This design comes from an exercise in tuning for small area on the open sky130 flow, not from production work. Function was checked by simulation only, so behaviour that the tests miss may differ from the original. In every run shown here, the design's own scripts or RTL, not TritonCTS, make the clock network. The clock input has no modelled driver; a real chip could not lean on it and would need a root buffer or a full tree. Power and IR drop assume default switching activity.

--- design.v ---
module fir4c_fig11_42 #(parameter w=16)(
  input                clk,
                       reset,
  input        [w-1:0] a,
  output logic [w+1:0] s);
  logic [w-1:0] ar, br, cr, dr;
  logic [w-1:0] s1;            
  logic [w  :0] c1;
  logic [w  :0] s2;            
  logic [w+1:0] c2;
  logic [w+1:0] sum;
  always_comb begin
    c1[0] = 1'b0;
    c2[0] = 1'b0;
    for (int i=0; i<w; i++)
      {c1[i+1], s1[i]} = ar[i] + br[i] + cr[i];
    for (int i=0; i<w; i++)
      {c2[i+1], s2[i]} = s1[i] + c1[i] + dr[i];
    s2[w]   = c1[w];
    c2[w+1] = 1'b0;
  end
  logic [w+1:0] x, y, p, g;
  assign x = {1'b0, s2};
  assign y = c2;
  assign p = x ^ y;
  assign g = x & y;
  wire gg1 = g[1] | (p[1] & g[0]);
  wire pp1 = p[1] & p[0];
  wire gg2 = g[3] | (p[3] & g[2]);
  wire pp2 = p[3] & p[2];
  wire gg3 = g[5] | (p[5] & g[4]);
  wire pp3 = p[5] & p[4];
  wire gg4 = g[7] | (p[7] & g[6]);
  wire pp4 = p[7] & p[6];
  wire gg5 = g[9] | (p[9] & g[8]);
  wire pp5 = p[9] & p[8];
  wire gg6 = g[11] | (p[11] & g[10]);
  wire pp6 = p[11] & p[10];
  wire gg7 = g[13] | (p[13] & g[12]);
  wire pp7 = p[13] & p[12];
  wire gg8 = g[15] | (p[15] & g[14]);
  wire pp8 = p[15] & p[14];
  wire gg9 = g[17] | (p[17] & g[16]);
  wire pp9 = p[17] & p[16];
  wire gg10 = gg2 | (pp2 & gg1);
  wire pp10 = pp2 & pp1;
  wire gg11 = gg4 | (pp4 & gg3);
  wire pp11 = pp4 & pp3;
  wire gg12 = gg6 | (pp6 & gg5);
  wire pp12 = pp6 & pp5;
  wire gg13 = gg8 | (pp8 & gg7);
  wire pp13 = pp8 & pp7;
  wire gg14 = gg11 | (pp11 & gg10);
  wire pp14 = pp11 & pp10;
  wire gg15 = gg13 | (pp13 & gg12);
  wire pp15 = pp13 & pp12;
  wire gg16 = gg15 | (pp15 & gg14);
  wire pp16 = pp15 & pp14;
  wire gg17 = gg12 | (pp12 & gg14);
  wire pp17 = pp12 & pp14;
  wire gg18 = gg3 | (pp3 & gg10);
  wire pp18 = pp3 & pp10;
  wire gg19 = gg5 | (pp5 & gg14);
  wire pp19 = pp5 & pp14;
  wire gg20 = gg7 | (pp7 & gg17);
  wire pp20 = pp7 & pp17;
  wire gg21 = gg9 | (pp9 & gg16);
  wire pp21 = pp9 & pp16;
  wire gg22 = g[2] | (p[2] & gg1);
  wire pp22 = p[2] & pp1;
  wire gg23 = g[4] | (p[4] & gg10);
  wire pp23 = p[4] & pp10;
  wire gg24 = g[6] | (p[6] & gg18);
  wire pp24 = p[6] & pp18;
  wire gg25 = g[8] | (p[8] & gg14);
  wire pp25 = p[8] & pp14;
  wire gg26 = g[10] | (p[10] & gg19);
  wire pp26 = p[10] & pp19;
  wire gg27 = g[12] | (p[12] & gg17);
  wire pp27 = p[12] & pp17;
  wire gg28 = g[14] | (p[14] & gg20);
  wire pp28 = p[14] & pp20;
  wire gg29 = g[16] | (p[16] & gg16);
  wire pp29 = p[16] & pp16;
  assign sum[0] = p[0];
  assign sum[1] = p[1] ^ g[0];
  assign sum[2] = p[2] ^ gg1;
  assign sum[3] = p[3] ^ gg22;
  assign sum[4] = p[4] ^ gg10;
  assign sum[5] = p[5] ^ gg23;
  assign sum[6] = p[6] ^ gg18;
  assign sum[7] = p[7] ^ gg24;
  assign sum[8] = p[8] ^ gg14;
  assign sum[9] = p[9] ^ gg25;
  assign sum[10] = p[10] ^ gg19;
  assign sum[11] = p[11] ^ gg26;
  assign sum[12] = p[12] ^ gg17;
  assign sum[13] = p[13] ^ gg27;
  assign sum[14] = p[14] ^ gg20;
  assign sum[15] = p[15] ^ gg28;
  assign sum[16] = p[16] ^ gg16;
  assign sum[17] = p[17] ^ gg29;
  always_ff @(posedge clk)
    if (reset) begin
      ar <= '0; br <= '0; cr <= '0; dr <= '0; s <= '0;
    end else begin
      ar <= a; br <= ar; cr <= br; dr <= cr; s <= sum;
    end
endmodule
--- flow/run.sh ---
#!/bin/bash
# Standard ORFS layout with buf_1 port buffers and a hand-built clock tree
# (flow/cts_hook.tcl) in place of TritonCTS.
set -euo pipefail
here=$(pwd)
export BUFFER_PORTS_ARGS="-buffer_cell sky130_fd_sc_hd__buf_1"
export PRE_CTS_TCL=$here/flow/cts_hook.tcl
export CLK_ROOT_BUF=sky130_fd_sc_hd__clkbuf_4
export CLK_LEAF_BUF=sky130_fd_sc_hd__clkbuf_8
export CLK_NLEAF=3
export CLK_SKEW_CHAIN="sky130_fd_sc_hd__clkbuf_1"
export CLK_S_LEAF_BUF=sky130_fd_sc_hd__clkbuf_8
bash standard.sh > flow_make.log 2>&1
--- flow/cts_hook.tcl ---
# Sourced before CTS. Replaces TritonCTS with a small hand-built clock tree.
# A root buffer on the clock port drives CLK_NLEAF leaf buffers, one per
# cluster of delay-line registers (clustered by place), and a chain of
# CLK_SKEW_CHAIN buffers that ends in one leaf buffer for the output-sum
# registers s[*]. The chain's delay gives the adder between the delay line
# and s more time; the s -> output paths have slack to spare.
rename clock_tree_synthesis my_tritoncts

proc my_center {iterms} {
  set sx 0.0; set sy 0.0
  foreach it $iterms {
    set b [[$it getInst] getBBox]
    set sx [expr {$sx + ([$b xMin] + [$b xMax]) / 2.0}]
    set sy [expr {$sy + ([$b yMin] + [$b yMax]) / 2.0}]
  }
  set n [llength $iterms]
  return [list [expr {$sx / $n}] [expr {$sy / $n}]]
}

proc my_xy {it} {
  set b [[$it getInst] getBBox]
  return [list [expr {([$b xMin] + [$b xMax]) / 2.0}] [expr {([$b yMin] + [$b yMax]) / 2.0}]]
}

# k-means on sink positions; returns a list of k lists of iterms
proc my_cluster {iterms k} {
  set pts {}
  foreach it $iterms { lappend pts [my_xy $it] }
  set n [llength $iterms]
  set sorted [lsort -real -index 0 [lmap p $pts i [lsearch -all $pts *] {list [lindex $p 0] $i}]]
  set cent {}
  for {set c 0} {$c < $k} {incr c} {
    set i [lindex $sorted [expr {int(($c + 0.5) * $n / $k)}] 1]
    lappend cent [lindex $pts $i]
  }
  for {set iter 0} {$iter < 50} {incr iter} {
    set asg {}
    foreach p $pts {
      set best 0; set bd 1e30
      for {set c 0} {$c < $k} {incr c} {
        set d [expr {abs([lindex $p 0] - [lindex $cent $c 0]) + abs([lindex $p 1] - [lindex $cent $c 1])}]
        if {$d < $bd} { set bd $d; set best $c }
      }
      lappend asg $best
    }
    set new {}
    for {set c 0} {$c < $k} {incr c} {
      set sx 0.0; set sy 0.0; set m 0
      foreach p $pts a $asg { if {$a == $c} { set sx [expr {$sx + [lindex $p 0]}]; set sy [expr {$sy + [lindex $p 1]}]; incr m } }
      if {$m > 0} { lappend new [list [expr {$sx / $m}] [expr {$sy / $m}]] } else { lappend new [lindex $cent $c] }
    }
    set cent $new
  }
  set groups {}
  for {set c 0} {$c < $k} {incr c} {
    set g {}
    foreach it $iterms a $asg { if {$a == $c} { lappend g $it } }
    if {[llength $g]} { lappend groups $g }
  }
  return $groups
}

proc my_buf {master name in_net loc} {
  set db [ord::get_db]
  set block [ord::get_db_block]
  set inst [odb::dbInst_create $block [$db findMaster $master] $name]
  set out [odb::dbNet_create $block ${name}_net]
  $out setSigType CLOCK
  [$inst findITerm A] connect $in_net
  [$inst findITerm X] connect $out
  $inst setLocation [expr {int([lindex $loc 0])}] [expr {int([lindex $loc 1])}]
  $inst setPlacementStatus PLACED
  return $out
}

proc clock_tree_synthesis {args} {
  set block [ord::get_db_block]
  set clk [$block findNet clk]
  set rs {}
  set ss {}
  foreach it [$clk getITerms] {
    if {[regexp {^s\\?\[} [[$it getInst] getName]]} { lappend ss $it } else { lappend rs $it }
  }
  set groups [my_cluster $rs $::env(CLK_NLEAF)]
  puts "clock tree: [llength $rs] delay-line sinks in [llength $groups] clusters, [llength $ss] skewed sinks"
  set all [concat $rs $ss]
  foreach it $all { $it disconnect }
  set root_net [my_buf $::env(CLK_ROOT_BUF) clkroot $clk [my_center $all]]
  set i 0
  foreach g $groups {
    set n [my_buf $::env(CLK_LEAF_BUF) clkleaf$i $root_net [my_center $g]]
    foreach it $g { $it connect $n }
    incr i
  }
  set n $root_net
  set sc [my_center $ss]
  set j 0
  foreach m $::env(CLK_SKEW_CHAIN) {
    set n [my_buf $m clkskew$j $n $sc]
    incr j
  }
  set n [my_buf $::env(CLK_S_LEAF_BUF) clksleaf $n $sc]
  foreach it $ss { $it connect $n }
  set_propagated_clock [all_clocks]
}
--- standard.sh ---
#!/bin/bash
# synth_recipe.tcl (not shown) runs the flow's synth.tcl, then flattens the netlist and writes it again
# the make line also repeats each setting of config.mk as NAME=value (left out here)
make -C /OpenROAD-flow-scripts/flow DESIGN_CONFIG=/design/flow/config.mk WORK_HOME=/design/flow/orfs CLKGATE_MAP_FILE= SYNTH_SCRIPT=/design/flow/synth_recipe.tcl "${@:-finish}"
--- config.mk ---
export PLATFORM = sky130hd
export DESIGN_NAME = fir4c_fig11_42
export DESIGN_NICKNAME = fir4c_fig11_42
export VERILOG_FILES = /design/flow/design.v
export SDC_FILE = /design/flow/constraint.sdc
export NUM_CORES = 4
export LEC_CHECK = 0
export CAP_MARGIN = 20
export CORE_MARGIN = 2
export CORE_UTILIZATION = 60
export PLACE_DENSITY = 0.7
export SLEW_MARGIN = 20
--- constraint.sdc ---
create_clock -name core_clock -period 3.2 [get_ports {clk}]
set_input_delay 0.6400 -clock core_clock [delete_from_list [all_inputs] [get_ports {clk}]]
set_output_delay 0.6400 -clock core_clock [all_outputs]
set_load 0.01 [all_outputs]
==> run summary, run 1 <==
- Status: timing/DRC/antenna clean
- Post-Syn Nets: around 350
- Crit path kind: reg2reg
- Avg WL per Cell: about 12 um
- Unrepaired setup endpoints after global routing: yes
- GRT Util Overall: between 10% and 20%
- Setup TNS: 0 ps
- Die Area: between 0.006 and 0.007 mm^2
- Switching portion of total power: around a quarter
- 1st-iter DRT viols: between 40 and 50
- Reg2reg start: ar[2]
- Synth Cell Area: 0.003433 mm^2
- Initial Utilization: 62.35%
- Fin crit period: about 3100 ps
- Antenna diode count: 0
- Layout area overhead: 9.038%
- Part of the power in the clock network: 23.7%
- P_sw: ~0.44 mW
- Via density: roughly 5
- DR pass1 iterations: 3
- R2R setup slack: 100 ps
- Seq/Total Area, Yosys: a little under half
- Final Skew: about 110 ps
- HP Class: in2reg
- Sequential power share: between 60% and 70%
- First-pass GRT wire length: around 8 mm
- Yosys top cell by area: dfxtp_1
- Pins Over Slew Limit: 0
- Worst-Margin Slew: 726.1 ps
- Layout cells sized above 1: between 4 and 5%
- Pin count of the biggest net entering global routing: 47
- Hold Violations, Final: 0
- Initial antenna violation count: 0
- Die width: between 70 and 80 um
- Startpoint types: flip-flop
- Yosys warnings: 1
- Max FO, Critical Path: 3
- Mean Syn Cell Area: approximately 12 um^2
- Seq cells post-synth: between 80 and 90
- PwrDens: 473.6 mW/mm^2
- Worst EP arrival: about 3500 ps
- Number of routed nets with antenna violations: 0
- Max VDD drop: 503.1 uV
- Max_cap viols: 0
- Core area: between 0.005 and 0.006 mm^2
- GRT overflow: 0
- Hold buffers post-CTS: 0
- Setup crit end kind: flip-flop
- Hold Crit Start: a[5]
- End of the critical path: s[15]
- I/O Buffers: 35
- Post-DP HPWL: around 3.5 mm
- Gpl congestion: 0.8156
- Slew margin rel.: 51.60%
- # nets final: 387
- R2R Path End: s[15]
- Final setup violation count: 0
- WL final: ~4.6 mm
- Die height: between 70 and 80 um
- Row count: 27
- Area contributors post-synth: dfxtp_1 48%, fa_1 23%, nor2b_1 13%
- Int Pwr: around 1.3 mW
- WP data required: 3570 ps
- Post-Synthesis Cells: between 200 and 300
- Top-area cell type share of the netlist area: approximately 48%
- Routed via count: between 1500 and 2000
- Setup crit start: ar[2]
- Clk Latency, worst-skew pair: between 400 and 500 ps
- Logic pwr share: between 10% and 20%
- Fmax: about 320 MHz
- Period utilisation layout: between 90 and 100%
- Vias in the first global route: 1811
- Drc violations: 0
- P_leak: 1.630 nW
- Io pins: 36
- Worst-path clk slew: about 120 ps
- Synth cell types: 25
- Power Total: 1.773 mW
- Path depth of the worst reg2reg path: 10
[worst max-delay path, cell delays in order, from the launching register on]
cell and delay, ps:
dfxtp_2 350, fa_1 560, fa_1 440, ha_1 310, a211o_1 280, a211o_1 290
a41oi_2 220, a21oi_2 100, fa_1 380, xnor2_1 140, nor2_1 50
[cells by family after synthesis]
family / count (synthesis) / synth area share [%]
simple gates: 88 / 14.69
flops: 82 / 47.81
fa+ha+maj: 55 / 28.57
compound gates: 22 / 4.848
buf+inv: 21 / 2.296
xor+xnor: 7 / 1.786
[per-stage QoR]
step / hold WS (ps) / std cells / util, % / worst slack (ps) / area [um^2]
floorplan: 458.3 / 275 / - / 41.43 / 3433
global placement: 461.5 / 377 / 66.55 / -36.33 / 3665
detailed placement: 470.7 / 377 / 66.55 / -91.40 / 3665
CTS: 447.3 / 383 / 67.85 / 11.70 / 3736
global route: 441.5 / 384 / 67.98 / -26.15 / 3744
finish: 469.0 / 384 / 67.98 / 101.7 / 3744
[per-layer routing]
layer	track usage (%)	vias to the layer above	share of wire (%)	wire, um
li1	-	932	-	-
met1	21.55	917	48	2226
met2	26.47	24	48	2198
met3	1.357	5	2.7	126
met4	1.897	0	1.2	55
met5	0	-	0	0
[how the worst min path moves through the flow]
stage,to,slack (ps),depth (start not counted)
2_1_floorplan,dr[0],460,1
3_3_place_gp,dr[5],460,1
3_5_place_dp,dr[9],470,1
4_1_cts,ar[4],450,2
5_1_grt,ar[3],440,2
6_report,ar[5],470,2
[flip-flops by register name (all words and copies together), names as in the netlist]
register and cells:
br 16, s 18, dr 16, ar 16, cr 16
[cell type report]
type	count	area, um^2
fillers	421	1763
multi-input cells	172	1717
flip-flops and latches	82	1643
repair buffers	40	182.7
well taps	72	90.09
plain buffers	6	66.31
inverters	12	45.04
[cells in the final DEF (no fill, tap or decap), types with 2 or more instances in the layout]
cell / instances
a211o_1: 2
a21o_1: 4
a21oi_1: 3
buf_1: 34
buf_4: 4
clkbuf_8: 4
dfxtp_1: 81
fa_1: 39
ha_1: 16
inv_1: 12
nand2_1: 2
nor2_1: 16
nor2b_1: 69
o21a_1: 2
o21ai_0: 2
xnor2_1: 3
xor2_1: 4
[cell usage after synthesis]
cell type	number
o21ai_0	2
a22o_1	1
nor2_1	16
a21o_2	1
dfxtp_1	82
buf_1	2
o211a_1	1
o211ai_1	1
a211oi_1	1
a21o_1	4
ha_1	16
xor2_1	4
fa_1	39
inv_1	12
a41oi_2	1
nor3_1	1
xnor2_1	3
nand2_1	2
o21bai_1	1
a21oi_1	4
a21boi_0	1
o21a_1	2
nor2b_1	69
clkbuf_1	7
a211o_1	2
[power groups by stage]
| stage | Combinational, mW | Clock (mW) | Sequential, mW |
|---|---|---|---|
| 3_5_place_dp | 0.255 | 0 | 1.12 |
| 5_1_grt | 0.292 | 0.479 | 1.11 |
| 6_report | 0.253 | 0.421 | 1.10 |
| 2_1_floorplan | 0.171 | 0 | 1.13 |
| 3_3_place_gp | 0.249 | 0 | 1.12 |
| 4_1_cts | 0.257 | 0.442 | 1.10 |
[timing repair]
item | 4_1_cts | 5_1_grt
buffers inserted | 0 | 1
gates cloned | 0 | 0
pin swaps | 3 | 3
resized for setup | 2 | 0
endpoints found under the setup margin | 1 | 4
==> run 2: changes to the inputs <==
--- a/flow/run.sh
+++ b/flow/run.sh
@@ -8,6 +8,6 @@
 export CLK_ROOT_BUF=sky130_fd_sc_hd__clkbuf_4
 export CLK_LEAF_BUF=sky130_fd_sc_hd__clkbuf_8
 export CLK_NLEAF=3
-export CLK_SKEW_CHAIN="sky130_fd_sc_hd__clkbuf_1"
+export CLK_SKEW_CHAIN="sky130_fd_sc_hd__clkdlybuf4s50_1"
 export CLK_S_LEAF_BUF=sky130_fd_sc_hd__clkbuf_8
 bash standard.sh > flow_make.log 2>&1
--- a/config.mk
+++ b/config.mk
@@ -5,6 +5,7 @@
 export SDC_FILE = /design/flow/constraint.sdc
 export NUM_CORES = 4
 export LEC_CHECK = 0
+export ABC_CLOCK_PERIOD_IN_PS = 3700
 export CAP_MARGIN = 20
 export CORE_MARGIN = 2
 export CORE_UTILIZATION = 60
==> run summary, run 2 <==
- Fill cell count: 420
- Crit path kind: reg2reg
- Vias in the first global route: ~1800
- Worst-path clk slew: around 120 ps
- Avg WL per Cell: about 12 um
- Register area: about 0.0016 mm^2
- Unrepaired setup endpoints after global routing: no
- Setup crit end kind: flip-flop
- Max_cap viols: 0
- Area contributors post-synth: dfxtp_1 48%, fa_1 23%, nor2b_1 13%
- Slew margin rel.: a little over half
- Worst EP arrival: about 3600 ps
- Post-Synthesis Cells: about 280
- Metal3 WL: roughly 140 um
- Switching portion of total power: between 20% and 30%
- Pins Over Slew Limit: 0
- Max FO, Critical Path: 3
- WHS: 121.1 ps
- Seq/Total Area, Yosys: a little under half
- Row count: 27
- Path depth of the worst reg2reg path: 10
- WP data required: 3960 ps
- R2R setup slack: just under 400 ps
- Status: timing/DRC/antenna clean
- Synth cell types: 25
- Reg2reg start: ar[2]
- Clk Latency, worst-skew pair: roughly 850 ps
- P_leak: approximately 1.6 nW
- Layout area overhead: 8.856%
- Core area: around 0.0055 mm^2
- R2R Path End: s[15]
- Worst-Margin Slew: ~720 ps
- Synth Cell Area: 0.003433 mm^2
- WL final: 4.601 mm
- Post_cts resized: 0
- DR pass1 iterations: 4
- Fin crit period: between 2000 and 3000 ps
- Routed via count: approximately 1900
- Biggest register: s
- Metal2 WL: 2.191 mm
- Share of synthesized registers carrying an async set or reset: 0%
- Pin count of the biggest net entering global routing: between 40 and 50
- Die height: 79.65 um
- EDFF count, synth: 0
- Max VDD drop: a little over 500 uV
- Int Pwr: 1.342 mW
- Largest register FFs: 18
- I/O Buffers: 35
- Layout Cells excl Fill: 383
- Cell with the most instances after synthesis: dfxtp_1
- Gpl congestion: 0.8156
- GRT Util Overall: 15.31%
- Hold Crit Start: dr[0]
- Commonest non-fill, non-tap cells in the layout: 82 x dfxtp_1, 69 x nor2b_1, 39 x fa_1
- Period utilisation layout: between 80% and 90%
- Post-Syn Nets: ~350
- Io pins: 36
- Met1 wire length: approximately 2.2 mm
- Commonest non-fill, non-tap cell in the layout: dfxtp_1
- Via density: 4.883
- Startpoint types: flip-flop
- Highest routed metal layer: met4
- HP Class: reg2reg
- Logic pwr share: 13.9%
- Seq cells post-synth: 82
- Hold depth: 2
- Initial antenna violation count: 0
- Hold worst-path end: s[0]
- Post-DP HPWL: about 3.5 mm
- Layout cells sized above 1: approximately 3.9%
- P_sw: 0.4436 mW
- Yosys warnings: 1
- First-pass GRT wire length: 7.935 mm
- GRT overflow: 0
- Part of the power in the clock network: between 20% and 30%
- Hold Violations, Final: 0
- Sequential power share: around 62%
- 1st-iter DRT viols: 38
- # nets final: approximately 390
- Placed insts: around 380
- Commonest register cell after synthesis: dfxtp_1
- Top-area cell type share of the netlist area: between 40% and 50%
- Antenna diode count: 0
- Initial Utilization: 62.35%
- Power Total: around 1.8 mW
- Top post-synthesis cells by count: 82 x dfxtp_1, 69 x nor2b_1, 39 x fa_1, 16 x ha_1, 16 x nor2_1
- PwrDens: about 480 mW/mm^2
- Drc violations: 0
- Mean Syn Cell Area: approximately 12 um^2
- Hold buffers post-CTS: 0
- Number of setup buffers added after CTS: 0
- Final setup violation count: 0
- Fmax: approximately 360 MHz
- Final Skew: approximately 500 ps
- Die Area: about 0.0063 mm^2
- Yosys top cell by area: dfxtp_1
- Setup crit start: ar[2]
- Multi-input gate area: around 0.0017 mm^2
- Die width: approximately 80 um
- Number of routed nets with antenna violations: 0
run 2: cell counts after synthesis:
No cell type changed its count.
run 2: metal layers:
layer,track usage [%],up-vias
li1,-,928
met1,21.55,912
met2,26.64,25
met3,1.471,5
met4,1.897,0
met5,0,-
run 2: worst max-delay path by stage:
stage	to	slack, ps
after floorplan	s[15]	40
after global routing	s[15]	290
after global placement	s[15]	-40
after CTS	s[15]	380
after detailed placement	s[15]	-90
final	s[15]	400
run 2: cells by family (layout without fill, tap and decap cells):
kind of cell / after synthesis / count (layout) / share of synthesized area [%]
simple gates: 88 / 88 / 14.69
flops: 82 / 82 / 47.81
fa+ha+maj: 55 / 55 / 28.57
compound gates: 22 / 22 / 4.848
buf+inv: 21 / 57 / 2.296
xor+xnor: 7 / 7 / 1.786
run 2: cell type report:
cell class / instances / share of cell area [%]
Multi-Input combinational cell: 172 / 45.83
Tap cell: 72 / 2.410
Inverter: 12 / 1.205
Buffer: 6 / 1.942
Sequential cell: 82 / 43.92
Timing Repair Buffer: 39 / 4.687
run 2: worst max-delay path: stages, from the launching register on:
cell and delay [ps]:
dfxtp_1 340, fa_1 560, fa_1 440, ha_1 330, a211o_1 280, a211o_1 330
a41oi_2 210, a21oi_1 120, fa_1 380, xnor2_1 160, nor2_1 50
run 2: power groups by stage:
| stage | logic (mW) | clock network [mW] | registers, mW |
|---|---|---|---|
| after detailed placement | 0.255 | 0 | 1.12 |
| after floorplan | 0.171 | 0 | 1.13 |
| after global routing | 0.288 | 0.497 | 1.11 |
| after global placement | 0.249 | 0 | 1.12 |
| final | 0.249 | 0.437 | 1.10 |
| after CTS | 0.256 | 0.459 | 1.10 |
run 2: metrics by stage:
stage	area [um^2]	setup slack (ps)	setup TNS, ps	utilization (%)
floorplan	3433	41.43	0	-
global placement	3665	-36.33	-36.33	66.55
detailed placement	3665	-91.40	-152.8	66.55
CTS	3737	384.4	0	67.87
global route	3737	291.3	0	67.87
finish	3737	395.3	0	67.87
==> run 3: changes to the inputs <==
--- a/config.mk
+++ b/config.mk
@@ -5,7 +5,6 @@
 export SDC_FILE = /design/flow/constraint.sdc
 export NUM_CORES = 4
 export LEC_CHECK = 0
-export ABC_CLOCK_PERIOD_IN_PS = 3700
 export CAP_MARGIN = 20
 export CORE_MARGIN = 2
 export CORE_UTILIZATION = 60
==> run summary, run 3 <==
- Yosys top cell by area: dfxtp_1
- Top-area cell type share of the netlist area: between 40% and 50%
- # nets final: a little under 400
- Post_cts resized: 0
- Worst-path clk slew: 120 ps
- Antenna diode count: 0
- Die height: between 70 and 80 um
- Fin crit period: around 2800 ps
- PwrDens: 477.8 mW/mm^2
- Seq/Total Area, Yosys: between 40 and 50%
- Part of the power in the clock network: around a quarter
- First-pass GRT wire length: 7.935 mm
- Synth Cell Area: roughly 0.0034 mm^2
- Post-DP Area: about 0.0037 mm^2
- Switching portion of total power: 24.84%
- Commonest non-fill, non-tap cells in the layout: 82 x dfxtp_1, 69 x nor2b_1, 39 x fa_1
- Final setup violation count: 0
- Path depth of the worst reg2reg path: 10
- Setup WS post-layout: about 400 ps
- Initial Utilization: roughly 62%
- Peak per-stage delay on the critical path: 560 ps
- Seq cells post-synth: 82
- Setup crit end kind: flip-flop
- I/O Buffers: 35
- Slowest cell on crit path: fa_1
- Layout Cells excl Fill: around 380
- CP top delay family: adder cells
- Core area: around 0.0055 mm^2
- Post-DP HPWL: 3.521 mm
- Startpoint types: flip-flop
- Row count: 27
- Drc violations: 0
- Status: timing/DRC/antenna clean
- Hold depth: 2
- Fin area: 0.003737 mm^2
- Pins Over Slew Limit: 0
- Yosys warnings: 1
- Busiest grt layer: met2
- GR Util met3: between 1 and 1.5%
- Largest register FFs: 18
- Hold Crit Start: dr[0]
- 1st-iter DRT viols: 38
- Slew margin rel.: between 50% and 60%
- Cell with the most instances after synthesis: dfxtp_1
- Synth cell types: 25
- CP dominant cell by count: fa_1
- Commonest register cell after synthesis: dfxtp_1
- Period utilisation layout: between 80% and 90%
- HP Class: reg2reg
- Die width: about 80 um
- Avg WL per Cell: 12.01 um
- Hold buffers post-CTS: 0
- Via density: 4.883
- Routed via count: 1870
- Clk Latency, worst-skew pair: roughly 850 ps
- EDFF count, synth: 0
- Logic pwr share: 13.9%
- Worst-Margin Slew: ~700 ps
- Share of synthesized registers carrying an async set or reset: 0%
- Max FO, Critical Path: 3
- Worst EP arrival: approximately 3600 ps
- Placement Setup Slack: -91.40 ps
- Final Skew: 500.9 ps
- Hold worst-path end: s[0]
- Mean Syn Cell Area: 12.48 um^2
- GRT Util Overall: 15.31%
- R2R setup slack: 400 ps
- Sequential power share: between 60 and 70%
- Max_cap viols: 0
- P_leak: between 1.5 and 2 nW
- Post-Syn Nets: ~350
- Layout area overhead: 8.856%
- Int Pwr: about 1.3 mW
- Area contributors post-synth: dfxtp_1 48%, fa_1 23%, nor2b_1 13%
- Layout cells sized above 1: 3.859%
- Post-Synthesis Cells: approximately 280
- WL final: between 4 and 5 mm
- WP buf/inv: 0
- Die Area: around 0.0063 mm^2
- Io pins: 36
- Met1 usage: 21.55%
- Number of setup buffers added after CTS: 0
- Initial antenna violation count: 0
- Pin count of the biggest net entering global routing: between 40 and 50
- GR Util met2: a little over a quarter
- Power Total: ~1.8 mW
- GRT overflow: 0
- Vias in the first global route: roughly 1800
- Setup TNS: 0 ps
- R2R Path End: s[15]
- Number of routed nets with antenna violations: 0
- P_sw: ~0.44 mW
- DR pass1 iterations: 4
- Commonest non-fill, non-tap cell in the layout: dfxtp_1
- Reg2reg start: ar[2]
- WP data required: a little under 4000 ps
- Crit-path cells: fa_1 -> fa_1 -> ha_1 -> a211o_1 -> a211o_1 -> a41oi_2 -> a21oi_1 -> fa_1 -> xnor2_1 -> nor2_1
- Top post-synthesis cells by count: 82 x dfxtp_1, 69 x nor2b_1, 39 x fa_1, 16 x ha_1, 16 x nor2_1
- Fmax: about 360 MHz
- Unrepaired setup endpoints after global routing: no
- Setup crit start: ar[2]
- Fill cell count: 420
- Hold Violations, Final: 0
- Biggest register: s
- Placed insts: 377
- Gpl congestion: roughly 0.8
- Crit path kind: reg2reg
- Max VDD drop: 503.4 uV
run 3: how the worst max path moves through the flow:
stage	endpoint	slack [ps]	depth (start not counted)
2_1_floorplan	s[15]	40	10
3_3_place_gp	s[15]	-40	10
3_5_place_dp	s[15]	-90	10
4_1_cts	s[15]	380	10
5_1_grt	s[15]	290	10
6_report	s[15]	400	10
run 3: power by group through the flow:
stage	sequential [mW]	combinational (mW)	clock [mW]
3_3_place_gp	1.12	0.249	0
2_1_floorplan	1.13	0.171	0
6_report	1.10	0.249	0.437
5_1_grt	1.11	0.288	0.497
3_5_place_dp	1.12	0.255	0
4_1_cts	1.10	0.256	0.459
run 3: logic make-up (layout without fill, tap and decap cells):
| group | Yosys count | count (layout) | synth area share [%] |
|---|---|---|---|
| AND/OR/NAND/NOR | 88 | 88 | 14.69 |
| XOR/XNOR | 7 | 7 | 1.786 |
| flip-flops | 82 | 82 | 47.81 |
| AO/OA/AOI/OAI | 22 | 22 | 4.848 |
| buffers and inverters | 21 | 57 | 2.296 |
| adder cells (fa/ha/maj) | 55 | 55 | 28.57 |
run 3: per-layer routing:
layer / vias up / wire length [um]
li1: 928 / -
met1: 912 / 2207
met2: 25 / 2191
met3: 5 / 142
met4: 0 / 59
met5: - / 0
run 3: tightest hold or removal path: cells and delay by family (launching register included):
| family | cells | cell delay [ps] |
|---|---|---|
| flops | 1 | 330 |
| simple gates | 1 | 130 |
| fa+ha+maj | 1 | 130 |
run 3: layout make-up:
type	count	area, um^2	area share, %
plain buffers	6	72.57	1.942
inverters	12	45.04	1.205
multi-input cells	172	1713	45.83
flip-flops and latches	82	1642	43.92
well taps	72	90.09	2.410
repair buffers	39	175.2	4.687
run 3: through the flow:
step	utilization, %	hold WS [ps]
floorplan	-	458.3
CTS	67.87	120.0
global placement	66.55	461.5
finish	67.87	121.1
global route	67.87	147.7
detailed placement	66.55	470.7

## port drivers added, routing unchanged
In the flow no input, the clock included, has a driving cell. The finished layouts below were timed again as built, in two steps.
Step 1, drivers: a clkbuf_16 drives clk and a buf_2 each remaining input, both assumed.
Step 2, shift: input delay + t, output delay - t, t = (earliest + latest rising clock arrival at the registers) / 2. This alone moves slack from input paths to output paths.
a / b / c = ideal ports / drivers / drivers and shift; a / b = the first two.
| run | shift t [ns] | setup WS [ns] | worst setup path after step 2 | clock arrival spread, ns | worst slew at a driven data input, ns |
|---|---|---|---|---|---|
| run 1 | 0.433 | 0.102 / 0.102 / 0.102 | register to register | 0.107 / 0.108 | 0.03 |
| run 2 | 0.630 | 0.395 / 0.395 / 0.395 | register to register | 0.501 / 0.502 | 0.03 |
| run 3 | 0.630 | 0.395 / 0.395 / 0.395 | register to register | 0.501 / 0.502 | 0.03 |
Clock arrivals are far apart in run 2 and run 3, so t is only a midpoint there and step 2 fits no single register.
